Context: an optimization exercise on an open-source flow, tuned for small area and a short achievable clock period. The choices shown serve that exercise and are no tape-out recipe. Function was checked by simulation only, so behaviour that the tests miss may differ from the original. Power is estimated from default activity; no workload was simulated.

run 1:
==> flow/design.v <==
module pcnext(pc, off, take, n);
    input  [29:0] pc;
    input  [7:0]  off;
    input         take;
    output [29:0] n;
    wire [7:0]  L = pc[7:0];
    wire [21:0] U = pc[29:8];
    wire [8:0] lb = {1'b0, L} + {1'b0, off & {8{take}}} + 9'd1;
    wire [7:0] nl  = lb[7:0];
    wire       s   = take & off[7];
    wire       inc = lb[8] & ~s;
    wire       dec = ~lb[8] & s;
    wire [21:0] A, Z;
    assign A[0] = 1'b1;
    assign Z[0] = 1'b1;
    genvar g;
    generate for (g = 1; g < 22; g = g + 1) begin : chain
        assign A[g] = A[g-1] & U[g-1];
        assign Z[g] = Z[g-1] & ~U[g-1];
    end endgenerate
    wire [21:0] nu = U ^ (({22{inc}} & A) | ({22{dec}} & Z));
    assign n = {nu, nl};
endmodule
module rdmux(s, i0, i1, i2, i3, i4, i5, i6, i7, o);
    input  [2:0] s;
    input  [7:0] i0, i1, i2, i3, i4, i5, i6, i7;
    output [7:0] o;
    wire [7:0] a = s[1] ? (s[0] ? i3 : i2) : (s[0] ? i1 : i0);
    wire [7:0] b = s[1] ? (s[0] ? i7 : i6) : (s[0] ? i5 : i4);
    assign o = s[2] ? b : a;
endmodule
module mul8lo(a, b, p);
    input  [7:0] a, b;
    output [7:0] p;
    wire pp0_0 = a[0] & b[0];
    wire pp0_1 = a[1] & b[0];
    wire pp0_2 = a[2] & b[0];
    wire pp0_3 = a[3] & b[0];
    wire pp0_4 = a[4] & b[0];
    wire pp0_5 = a[5] & b[0];
    wire pp0_6 = a[6] & b[0];
    wire pp0_7 = a[7] & b[0];
    wire pp1_0 = a[0] & b[1];
    wire pp1_1 = a[1] & b[1];
    wire pp1_2 = a[2] & b[1];
    wire pp1_3 = a[3] & b[1];
    wire pp1_4 = a[4] & b[1];
    wire pp1_5 = a[5] & b[1];
    wire pp1_6 = a[6] & b[1];
    wire pp2_0 = a[0] & b[2];
    wire pp2_1 = a[1] & b[2];
    wire pp2_2 = a[2] & b[2];
    wire pp2_3 = a[3] & b[2];
    wire pp2_4 = a[4] & b[2];
    wire pp2_5 = a[5] & b[2];
    wire pp3_0 = a[0] & b[3];
    wire pp3_1 = a[1] & b[3];
    wire pp3_2 = a[2] & b[3];
    wire pp3_3 = a[3] & b[3];
    wire pp3_4 = a[4] & b[3];
    wire pp4_0 = a[0] & b[4];
    wire pp4_1 = a[1] & b[4];
    wire pp4_2 = a[2] & b[4];
    wire pp4_3 = a[3] & b[4];
    wire pp5_0 = a[0] & b[5];
    wire pp5_1 = a[1] & b[5];
    wire pp5_2 = a[2] & b[5];
    wire pp6_0 = a[0] & b[6];
    wire pp6_1 = a[1] & b[6];
    wire pp7_0 = a[0] & b[7];
    wire s1 = pp0_6 ^ pp1_5;
    wire c2 = pp0_6 & pp1_5;
    wire s3 = pp0_7 ^ pp1_6 ^ pp2_5;
    wire s5 = pp3_4 ^ pp4_3;
    wire s7 = pp0_4 ^ pp1_3;
    wire c8 = pp0_4 & pp1_3;
    wire s9 = pp0_5 ^ pp1_4 ^ pp2_3;
    wire c10 = (pp0_5 & pp1_4) | (pp2_3 & (pp0_5 ^ pp1_4));
    wire s11 = pp3_2 ^ pp4_1;
    wire c12 = pp3_2 & pp4_1;
    wire s13 = s1 ^ pp2_4 ^ pp3_3;
    wire c14 = (s1 & pp2_4) | (pp3_3 & (s1 ^ pp2_4));
    wire s15 = pp4_2 ^ pp5_1 ^ pp6_0;
    wire c16 = (pp4_2 & pp5_1) | (pp6_0 & (pp4_2 ^ pp5_1));
    wire s17 = c2 ^ s3 ^ s5;
    wire s19 = pp5_2 ^ pp6_1 ^ pp7_0;
    wire s21 = pp0_3 ^ pp1_2;
    wire c22 = pp0_3 & pp1_2;
    wire s23 = s7 ^ pp2_2 ^ pp3_1;
    wire c24 = (s7 & pp2_2) | (pp3_1 & (s7 ^ pp2_2));
    wire s25 = c8 ^ s9 ^ s11;
    wire c26 = (c8 & s9) | (s11 & (c8 ^ s9));
    wire s27 = c10 ^ c12 ^ s13;
    wire c28 = (c10 & c12) | (s13 & (c10 ^ c12));
    wire s29 = c14 ^ c16 ^ s17;
    wire s31 = pp0_2 ^ pp1_1;
    wire c32 = pp0_2 & pp1_1;
    wire s33 = s21 ^ pp2_1 ^ pp3_0;
    wire c34 = (s21 & pp2_1) | (pp3_0 & (s21 ^ pp2_1));
    wire s35 = c22 ^ s23 ^ pp4_0;
    wire c36 = (c22 & s23) | (pp4_0 & (c22 ^ s23));
    wire s37 = c24 ^ s25 ^ pp5_0;
    wire c38 = (c24 & s25) | (pp5_0 & (c24 ^ s25));
    wire s39 = c26 ^ s27 ^ s15;
    wire c40 = (c26 & s27) | (s15 & (c26 ^ s27));
    wire s41 = c28 ^ s29 ^ s19;
    wire [7:0] ra = {c40, c38, c36, c34, c32, s31, pp0_1, pp0_0};
    wire [7:0] rb = {s41, s39, s37, s35, s33, pp2_0, pp1_0, 1'b0};
    assign p = ra + rb;
endmodule
module shifter(d, imm, is_sll, out);
    input  [7:0] d, imm;
    input        is_sll;
    output [7:0] out;
    wire [2:0] n = imm[2:0];
    wire a0 = n[0];
    wire a1 = n[1] ^ (is_sll & n[0]);
    wire a2 = n[2] ^ (is_sll & (n[1] | n[0]));
    wire [7:0] r0 = a0 ? {d[0],  d[7:1]}  : d;
    wire [7:0] r1 = a1 ? {r0[1:0], r0[7:2]} : r0;
    wire [7:0] r2 = a2 ? {r1[3:0], r1[7:4]} : r1;
    wire kill = is_sll ? (imm == 8'd8) : (~imm[7] & (imm[3:0] == 4'd8));
    wire all  = ~is_sll & imm[7] & ~imm[6];
    wire [7:0] keep;
    genvar j;
    generate for (j = 0; j < 8; j = j + 1) begin : m
        assign keep[j] = ~kill & (all | (is_sll ? (n <= j) : (n <= 7 - j)));
    end endgenerate
    wire fill = ~is_sll & ~imm[7] & imm[6] & d[7];
    assign out = (r2 & keep) | ({8{fill}} & ~keep);
endmodule
module cpu(PC, INSTRUCTION, CLK, RESET);
    input  [31:0] INSTRUCTION;
    input         CLK, RESET;
    output [31:0] PC;
    wire [3:0] o   = INSTRUCTION[27:24];
    wire       vld = (INSTRUCTION[31:28] == 4'd0);
    wire [7:0] off = INSTRUCTION[23:16];
    wire [2:0] rd  = INSTRUCTION[18:16];
    wire [2:0] rt  = INSTRUCTION[10:8];
    wire [2:0] rs  = INSTRUCTION[2:0];
    wire [7:0] imm = INSTRUCTION[7:0];
    reg  [29:0] pc_q;
    reg  [7:0]  r0, r1, r2, r3, r4, r5, r6, r7;
    assign PC = {pc_q, 2'b00};
    wire [7:0] d1, d2;
    rdmux rm1(.s(rt), .i0(r0), .i1(r1), .i2(r2), .i3(r3), .i4(r4), .i5(r5), .i6(r6), .i7(r7), .o(d1));
    rdmux rm2(.s(rs), .i0(r0), .i1(r1), .i2(r2), .i3(r3), .i4(r4), .i5(r5), .i6(r6), .i7(r7), .o(d2));
    wire nr     = ~RESET;
    wire s_imm  = nr & ~o[2] & ~o[1] & ~o[0];           
    wire s_mov  = nr & ~o[3] & ~o[2] & ~o[1] & o[0];    
    wire s_add  = nr & ~o[3] & o[1];                    
    wire s_and  = nr & ~o[3] & o[2] & ~o[0];            
    wire s_or   = nr & ~o[3] & o[2] & o[0];             
    wire s_mul  = nr & o[3] & ~o[2] & ~o[1];            
    wire s_sh   = nr & o[3] & (o[2] | o[1]);            
    wire we     = vld & ((~o[3] & ~(o[2] & o[1])) | (o[3] & (o[2] ? ~o[1] : (o[1] | o[0]))));
    wire       sub = o[0];
    wire [7:0] sum = d1 + (d2 ^ {8{sub}}) + {7'd0, sub};
    wire [7:0] prod;
    mul8lo mu(.a(d1), .b(d2), .p(prod));
    wire [7:0] shv;
    shifter sh(.d(d1), .imm(imm), .is_sll(o[1] & ~o[0]), .out(shv));
    wire [7:0] res = ({8{s_imm}} & imm) | ({8{s_mov}} & d2) | ({8{s_add}} & sum) |
                     ({8{s_and}} & (d1 & d2)) | ({8{s_or}} & (d1 | d2)) |
                     ({8{s_mul}} & prod) | ({8{s_sh}} & shv);
    wire [7:0] wen;
    assign wen[0] = RESET | (we & ~rd[2] & ~rd[1] & ~rd[0]);
    assign wen[1] = RESET | (we & ~rd[2] & ~rd[1] &  rd[0]);
    assign wen[2] = RESET | (we & ~rd[2] &  rd[1] & ~rd[0]);
    assign wen[3] = RESET | (we & ~rd[2] &  rd[1] &  rd[0]);
    assign wen[4] = RESET | (we &  rd[2] & ~rd[1] & ~rd[0]);
    assign wen[5] = RESET | (we &  rd[2] & ~rd[1] &  rd[0]);
    assign wen[6] = RESET | (we &  rd[2] &  rd[1] & ~rd[0]);
    assign wen[7] = RESET | (we &  rd[2] &  rd[1] &  rd[0]);
    always @(posedge CLK) begin
        if (wen[0]) r0 <= res;
        if (wen[1]) r1 <= res;
        if (wen[2]) r2 <= res;
        if (wen[3]) r3 <= res;
        if (wen[4]) r4 <= res;
        if (wen[5]) r5 <= res;
        if (wen[6]) r6 <= res;
        if (wen[7]) r7 <= res;
    end
    wire eq   = (d1 == d2);
    wire take = vld & ((o == 4'd6) | ((o == 4'd7) & eq) | ((o == 4'd8) & ~eq));
    wire [29:0] pc_n;
    pcnext pn(.pc(pc_q), .off(off), .take(take), .n(pc_n));
    always @(posedge CLK) begin
        if (RESET) pc_q <= 30'd0;
        else       pc_q <= pc_n;
    end
endmodule
make LEC_CHECK=0 CAP_MARGIN=20 CORE_MARGIN=2 CORE_UTILIZATION=40 SETUP_SLACK_MARGIN=5 SLEW_MARGIN=20 finish   # period 11.0 ns
run.sh (not shown) runs the stock make flow with config.mk's settings and CLKGATE_MAP_FILE= SYNTH_SCRIPT=/design/flow/synth_recipe.tcl, a recipe that flattens the netlist after the stock synthesis.
### run 1 -> run 2
==> flow/design.v, changed modules only <==
module pcnext(pc, off, take, n);
    input  [29:0] pc;
    input  [7:0]  off;
    input         take;
    output [29:0] n;
    wire [7:0]  L = pc[7:0];
    wire [21:0] U = pc[29:8];
    wire [8:0] lb = {1'b0, L} + {1'b0, off} + 9'd1;
    wire [8:0] li = {1'b0, L} + 9'd1;
    wire [7:0] nl  = take ? lb[7:0] : li[7:0];
    wire       inc = take ? (lb[8] & ~off[7]) : li[8];
    wire       dec = take & ~lb[8] & off[7];
    wire [21:0] A, Z;
    assign A[0] = 1'b1;
    assign Z[0] = 1'b1;
    genvar g;
    generate for (g = 1; g < 22; g = g + 1) begin : chain
        assign A[g] = A[g-1] & U[g-1];
        assign Z[g] = Z[g-1] & ~U[g-1];
    end endgenerate
    wire [21:0] nu = U ^ (({22{inc}} & A) | ({22{dec}} & Z));
    assign n = {nu, nl};
endmodule
module shifter(d, imm, is_sll, out);
    input  [7:0] d, imm;
    input        is_sll;
    output [7:0] out;
    wire [2:0] n   = imm[2:0];
    wire [1:0] k   = imm[7:6];
    wire [2:0] amt = is_sll ? (3'd0 - n) : n;
    wire [7:0] r0 = amt[0] ? {d[0],  d[7:1]}  : d;
    wire [7:0] r1 = amt[1] ? {r0[1:0], r0[7:2]} : r0;
    wire [7:0] r2 = amt[2] ? {r1[3:0], r1[7:4]} : r1;
    wire [7:0] ml, mr;
    genvar j;
    generate for (j = 0; j < 8; j = j + 1) begin : m
        assign ml[j] = (n <= j);
        assign mr[j] = (n <= 7 - j);
    end endgenerate
    wire spec_l = (imm == 8'd8);
    wire spec_r = ~k[1] & (imm[3:0] == 4'd8);
    wire [7:0] msk = is_sll ? (spec_l ? 8'd0 : ml)
                            : (k == 2'b10) ? 8'hff : (spec_r ? 8'd0 : mr);
    wire fill = ~is_sll & (k == 2'b01) & d[7];
    assign out = (r2 & msk) | ({8{fill}} & ~msk);
endmodule
Notes after the runs:
- [run 2 vs run 1] count of plain and timing-repair buffers: lower in run 2
- Of run 1 and run 2, the lower global-route usage belongs to run 1.
- In run 2 the implementation ran to completion but is not tape-out ready, as the final checks report capacitance limit, slew limit.
- Max net count reported at finish across run 1 and run 2: run 2
- In the reports for run 1 and run 2, the larger die span in x belongs to run 2.
- Sort run 1 and run 2 by design area desc -> top: run 1

Another version of the RTL of cpu (not shown whole).
Size: roughly 130 flip-flops, ~66 I/O pins, roughly 0.0086 mm2 of cells after synthesis.
==> module pcout, before the edit <==
module pcout(l, u, t, c, s, take, pc);
    input  [7:0]  l, t;
    input  [21:0] u;
    input         c, s, take;
    output [29:0] pc;
    wire [8:0] ln  = {1'b0, l} + 9'd1;
    wire [7:0] low = take ? t : ln[7:0];
    wire       inc = take ? (c & ~s) : ln[8];
    wire       dec = take & ~c & s;
    wire [21:0] A, Z;
    wire [5:0] ga, gz;             
    genvar g, k;
    generate for (k = 0; k < 6; k = k + 1) begin : grp
        if (k < 5) begin : full
            assign ga[k] = &u[4*k+3:4*k];
            assign gz[k] = ~|u[4*k+3:4*k];
        end else begin : part
            assign ga[k] = &u[21:20];
            assign gz[k] = ~|u[21:20];
        end
    end endgenerate
    generate for (g = 0; g < 22; g = g + 1) begin : chain
        localparam integer G = g / 4;
        localparam integer B = g % 4;
        wire pa = (G == 0) ? 1'b1 : &ga[(G == 0 ? 0 : G - 1):0];
        wire pz = (G == 0) ? 1'b1 : &gz[(G == 0 ? 0 : G - 1):0];
        wire la, lz;
        if (B == 0) begin : b0
            assign la = 1'b1;
            assign lz = 1'b1;
        end else begin : bn
            assign la = &u[g-1:4*G];
            assign lz = ~|u[g-1:4*G];
        end
        assign A[g] = pa & la;
        assign Z[g] = pz & lz;
    end endgenerate
    assign pc = {u ^ (({22{inc}} & A) | ({22{dec}} & Z)), low};
endmodule
==> module alu, before the edit <==
module alu(o, a, b, br, eq, res, take);
    input  [3:0] o;
    input  [7:0] a, b;
    input        br, eq;
    output [7:0] res;
    output       take;
    wire s_b   = ~o[3] & ~o[2] & ~o[1];             
    wire s_add = ~o[3] & o[1];                      
    wire s_and = ~o[3] & o[2] & ~o[0];              
    wire s_or  = ~o[3] & o[2] & o[0];               
    wire s_mul = o[3] & ~o[2] & ~o[1];              
    wire s_sh  = o[3] & (o[2] | o[1]);              
    wire       sub = o[0];
    wire [7:0] sum = a + (b ^ {8{sub}}) + {7'd0, sub};
    wire [7:0] prod;
    mul8lo u_mul(.a(a), .b(b), .p(prod));
    wire [7:0] shv;
    shifter u_sh(.d(a), .imm(b), .is_sll(o[1] & ~o[0]), .out(shv));
    assign res = ({8{s_b}} & b) | ({8{s_add}} & sum) | ({8{s_and}} & (a & b)) |
                 ({8{s_or}} & (a | b)) | ({8{s_mul}} & prod) | ({8{s_sh}} & shv);
    assign take = br & (o[3] ? ~eq : (o[0] ? eq : 1'b1));
endmodule
==> module cpu, before the edit <==
module cpu(PC, INSTRUCTION, CLK, RESET);
    input  [31:0] INSTRUCTION;
    input         CLK, RESET;
    output [31:0] PC;
    wire       vld = (INSTRUCTION[31:28] == 4'd0);
    wire [3:0] o   = INSTRUCTION[27:24];
    wire [7:0] off = INSTRUCTION[23:16];
    wire [2:0] rd  = INSTRUCTION[18:16];
    wire [2:0] rt  = INSTRUCTION[10:8];
    wire [2:0] rs  = INSTRUCTION[2:0];
    wire [7:0] imm = INSTRUCTION[7:0];
    reg [7:0] r0, r1, r2, r3, r4, r5, r6, r7;    
    reg [7:0] e_a, e_b;                          
    reg [3:0] e_o;                               
    reg [2:0] e_rd;                              
    reg       e_we, e_br;                        
    reg       e_eq;                              
    reg [7:0] p_l;                               
    reg [21:0] p_u;                              
    reg [7:0] p_t;                               
    reg       p_c, p_s;                          
    wire [7:0] res;
    wire       take;
    alu u_alu(.o(e_o), .a(e_a), .b(e_b), .br(e_br), .eq(e_eq), .res(res), .take(take));
    wire [7:0] wen;
    wdec u_wdec(.we(e_we), .rd(e_rd), .rst(RESET), .wen(wen));
    wire [7:0] wd = res & {8{~RESET}};
    always @(posedge CLK) begin
        if (wen[0]) r0 <= wd;
        if (wen[1]) r1 <= wd;
        if (wen[2]) r2 <= wd;
        if (wen[3]) r3 <= wd;
        if (wen[4]) r4 <= wd;
        if (wen[5]) r5 <= wd;
        if (wen[6]) r6 <= wd;
        if (wen[7]) r7 <= wd;
    end
    wire [29:0] pc;
    pcout u_pc(.l(p_l), .u(p_u), .t(p_t), .c(p_c), .s(p_s), .take(take), .pc(pc));
    assign PC = {pc, 2'b00};
    wire [8:0] tsum = {1'b0, pc[7:0]} + {1'b0, off} + 9'd1;
    always @(posedge CLK) begin
        p_l <= pc[7:0] | {8{RESET}};
        p_u <= pc[29:8] | {22{RESET}};
        p_t <= tsum[7:0];
        p_c <= tsum[8];
        p_s <= off[7];
    end
    wire [7:0] q1, q2;
    rdmux rm1(.s(rt), .i0(r0), .i1(r1), .i2(r2), .i3(r3), .i4(r4), .i5(r5), .i6(r6), .i7(r7), .o(q1));
    rdmux rm2(.s(rs), .i0(r0), .i1(r1), .i2(r2), .i3(r3), .i4(r4), .i5(r5), .i6(r6), .i7(r7), .o(q2));
    wire f1 = e_we & (e_rd == rt);
    wire f2 = e_we & (e_rd == rs);
    wire [7:0] d1 = f1 ? res : q1;
    wire [7:0] d2 = f2 ? res : q2;
    wire we, br, use_imm;
    control_unit u_cu(.vld(vld), .o(o), .we(we), .br(br), .use_imm(use_imm));
    always @(posedge CLK) begin
        e_a  <= d1;
        e_b  <= use_imm ? imm : d2;
        e_o  <= o;
        e_rd <= rd;
        e_we <= we & ~RESET;
        e_br <= br & ~RESET;
        e_eq <= (d1 == d2);
    end
endmodule
clock: 11.0 ns
lec_check: 0
abc_area: 1
cap_margin: 20
core_margin: 2
core_utilization: 40
setup_slack_margin: 4.5
slew_margin: 20
standard.sh (not shown) runs the stock make flow with config.mk's settings and CLKGATE_MAP_FILE= SYNTH_SCRIPT=/design/flow/synth_recipe.tcl, a recipe that flattens the netlist after the stock synthesis.
==> flow/flow/run.sh <==
#!/bin/bash
# Standard ORFS layout (the standard.sh) with: plain buf_1 port buffers,
# a lighter clock tree (clkbuf_8, no dummy loads), and a tighter setup repair target.
export BUFFER_PORTS_ARGS="-buffer_cell sky130_fd_sc_hd__buf_1"
export CTS_ARGS="-sink_clustering_enable -repair_clock_nets -buf_list sky130_fd_sc_hd__clkbuf_8 -root_buf sky130_fd_sc_hd__clkbuf_8 -sink_clustering_size 20 -dont_use_dummy_load"
bash standard.sh SETUP_SLACK_MARGIN=7 TNS_END_PERCENT=5 finish > standard.log 2>&1
Then changed:
--- a/flow/design.v
+++ b/flow/design.v
@@ -1,25 +1,14 @@
-module pcout(l, u, t, c, s, take, pc);
+module pcout(l, u, ga, gz, t, take, inc, dec, pc);
     input  [7:0]  l, t;
     input  [21:0] u;
-    input         c, s, take;
+    input  [4:0]  ga, gz;            
+    input         take, inc, dec;
     output [29:0] pc;
-    wire [8:0] ln  = {1'b0, l} + 9'd1;
-    wire [7:0] low = take ? t : ln[7:0];
-    wire       inc = take ? (c & ~s) : ln[8];
-    wire       dec = take & ~c & s;
+    wire [7:0] ln  = l + 8'd1;
+    wire [7:0] low = take ? t : ln;
     wire [21:0] A, Z;
-    wire [5:0] ga, gz;             
-    genvar g, k;
-    generate for (k = 0; k < 6; k = k + 1) begin : grp
-        if (k < 5) begin : full
-            assign ga[k] = &u[4*k+3:4*k];
-            assign gz[k] = ~|u[4*k+3:4*k];
-        end else begin : part
-            assign ga[k] = &u[21:20];
-            assign gz[k] = ~|u[21:20];
-        end
-    end endgenerate
+    genvar g;
     generate for (g = 0; g < 22; g = g + 1) begin : chain
         localparam integer G = g / 4;
         localparam integer B = g % 4;
         wire pa = (G == 0) ? 1'b1 : &ga[(G == 0 ? 0 : G - 1):0];
@@ -170,14 +159,12 @@
     end endgenerate
     wire fill = ~is_sll & ~imm[7] & imm[6] & d[7];
     assign out = (r2 & keep) | ({8{fill}} & ~keep);
 endmodule
-module alu(o, a, b, br, eq, res, take);
+module alu(o, a, b, res);
     input  [3:0] o;
     input  [7:0] a, b;
-    input        br, eq;
     output [7:0] res;
-    output       take;
     wire s_b   = ~o[3] & ~o[2] & ~o[1];             
     wire s_add = ~o[3] & o[1];                      
     wire s_and = ~o[3] & o[2] & ~o[0];              
     wire s_or  = ~o[3] & o[2] & o[0];               
@@ -190,9 +177,8 @@
     wire [7:0] shv;
     shifter u_sh(.d(a), .imm(b), .is_sll(o[1] & ~o[0]), .out(shv));
     assign res = ({8{s_b}} & b) | ({8{s_add}} & sum) | ({8{s_and}} & (a & b)) |
                  ({8{s_or}} & (a | b)) | ({8{s_mul}} & prod) | ({8{s_sh}} & shv);
-    assign take = br & (o[3] ? ~eq : (o[0] ? eq : 1'b1));
 endmodule
 module cpu(PC, INSTRUCTION, CLK, RESET);
     input  [31:0] INSTRUCTION;
     input         CLK, RESET;
@@ -207,17 +193,17 @@
     reg [7:0] r0, r1, r2, r3, r4, r5, r6, r7;    
     reg [7:0] e_a, e_b;                          
     reg [3:0] e_o;                               
     reg [2:0] e_rd;                              
-    reg       e_we, e_br;                        
+    reg       e_we;                              
     reg       e_eq;                              
     reg [7:0] p_l;                               
     reg [21:0] p_u;                              
     reg [7:0] p_t;                               
-    reg       p_c, p_s;                          
+    reg [4:0] p_ga, p_gz;                        
+    reg       p_te, p_tn, p_ie, p_in, p_de, p_dn;
     wire [7:0] res;
-    wire       take;
-    alu u_alu(.o(e_o), .a(e_a), .b(e_b), .br(e_br), .eq(e_eq), .res(res), .take(take));
+    alu u_alu(.o(e_o), .a(e_a), .b(e_b), .res(res));
     wire [7:0] wen;
     wdec u_wdec(.we(e_we), .rd(e_rd), .rst(RESET), .wen(wen));
     wire [7:0] wd = res & {8{~RESET}};
     always @(posedge CLK) begin
@@ -230,17 +216,31 @@
         if (wen[6]) r6 <= wd;
         if (wen[7]) r7 <= wd;
     end
     wire [29:0] pc;
-    pcout u_pc(.l(p_l), .u(p_u), .t(p_t), .c(p_c), .s(p_s), .take(take), .pc(pc));
+    wire take = e_eq ? p_te : p_tn;
+    wire inc  = e_eq ? p_ie : p_in;
+    wire dec  = e_eq ? p_de : p_dn;
+    pcout u_pc(.l(p_l), .u(p_u), .ga(p_ga), .gz(p_gz), .t(p_t), .take(take), .inc(inc), .dec(dec), .pc(pc));
     assign PC = {pc, 2'b00};
     wire [8:0] tsum = {1'b0, pc[7:0]} + {1'b0, off} + 9'd1;
+    wire cpos = tsum[8] & ~off[7];                   
+    wire cneg = ~tsum[8] & off[7];                   
+    wire nall = (&pc[7:0]) | RESET;                  
+    wire tk_e = br & ~RESET & ~o[3];
+    wire tk_n = br & ~RESET & (o[3] | ~o[0]);
     always @(posedge CLK) begin
         p_l <= pc[7:0] | {8{RESET}};
         p_u <= pc[29:8] | {22{RESET}};
+        p_ga <= {&pc[27:24], &pc[23:20], &pc[19:16], &pc[15:12], &pc[11:8]} | {5{RESET}};
+        p_gz <= {~|pc[27:24], ~|pc[23:20], ~|pc[19:16], ~|pc[15:12], ~|pc[11:8]} & {5{~RESET}};
         p_t <= tsum[7:0];
-        p_c <= tsum[8];
-        p_s <= off[7];
+        p_te <= tk_e;
+        p_tn <= tk_n;
+        p_ie <= tk_e ? cpos : nall;
+        p_in <= tk_n ? cpos : nall;
+        p_de <= tk_e & cneg;
+        p_dn <= tk_n & cneg;
     end
     wire [7:0] q1, q2;
     rdmux rm1(.s(rt), .i0(r0), .i1(r1), .i2(r2), .i3(r3), .i4(r4), .i5(r5), .i6(r6), .i7(r7), .o(q1));
     rdmux rm2(.s(rs), .i0(r0), .i1(r1), .i2(r2), .i3(r3), .i4(r4), .i5(r5), .i6(r6), .i7(r7), .o(q2));
@@ -255,8 +255,7 @@
         e_b  <= use_imm ? imm : d2;
         e_o  <= o;
         e_rd <= rd;
         e_we <= we & ~RESET;
-        e_br <= br & ~RESET;
         e_eq <= (d1 == d2);
     end
 endmodule
=> Wire length went down slightly; synthesized area went up by a few percent; die area went up by a few percent; clock power went up by a few percent; count of clock-buffer cells in the layout does not change; global-route usage went down by 1.4 points; setup slack gains 130 ps; power went up by a few percent.

-- re-timing with driven ports --
How much do the figures lean on ideal ports? The routed layouts below were timed once more, with nothing changed but the port constraints.
Step 1, drivers: a clkbuf_16 drives CLK and a buf_2 each remaining input, both assumed.
Step 2 moves the port delays by t, midway between the first and last clock arrival at a register: inputs arrive t later, outputs are due t later. That takes back most of the time a late clock gives input paths.
a / b / c = no drivers / after step 1 / after step 2; a / b = the first two.
run	t (ns)	setup WS [ns]	hold WS [ns]	worst register clock-pin slew, ns
run 1	0.373	3.844 / 3.672 / 3.298	0.592 / 0.592 / 0.592	0.07 / 0.07
run 2	0.387	4.562 / 4.550 / 4.163	0.509 / 0.509 / 0.509	0.07 / 0.07
the first run of note 2	0.474	6.522 / 6.483 / 6.394	0.463 / 0.463 / 0.463	0.09 / 0.09
the second run of note 2	0.473	6.650 / 6.620 / 6.588	0.496 / 0.496 / 0.496	0.08 / 0.08
For run 1, which loses most, drivers alone change the setup slack by -0.172 ns; drivers and shift together by -0.546 ns.
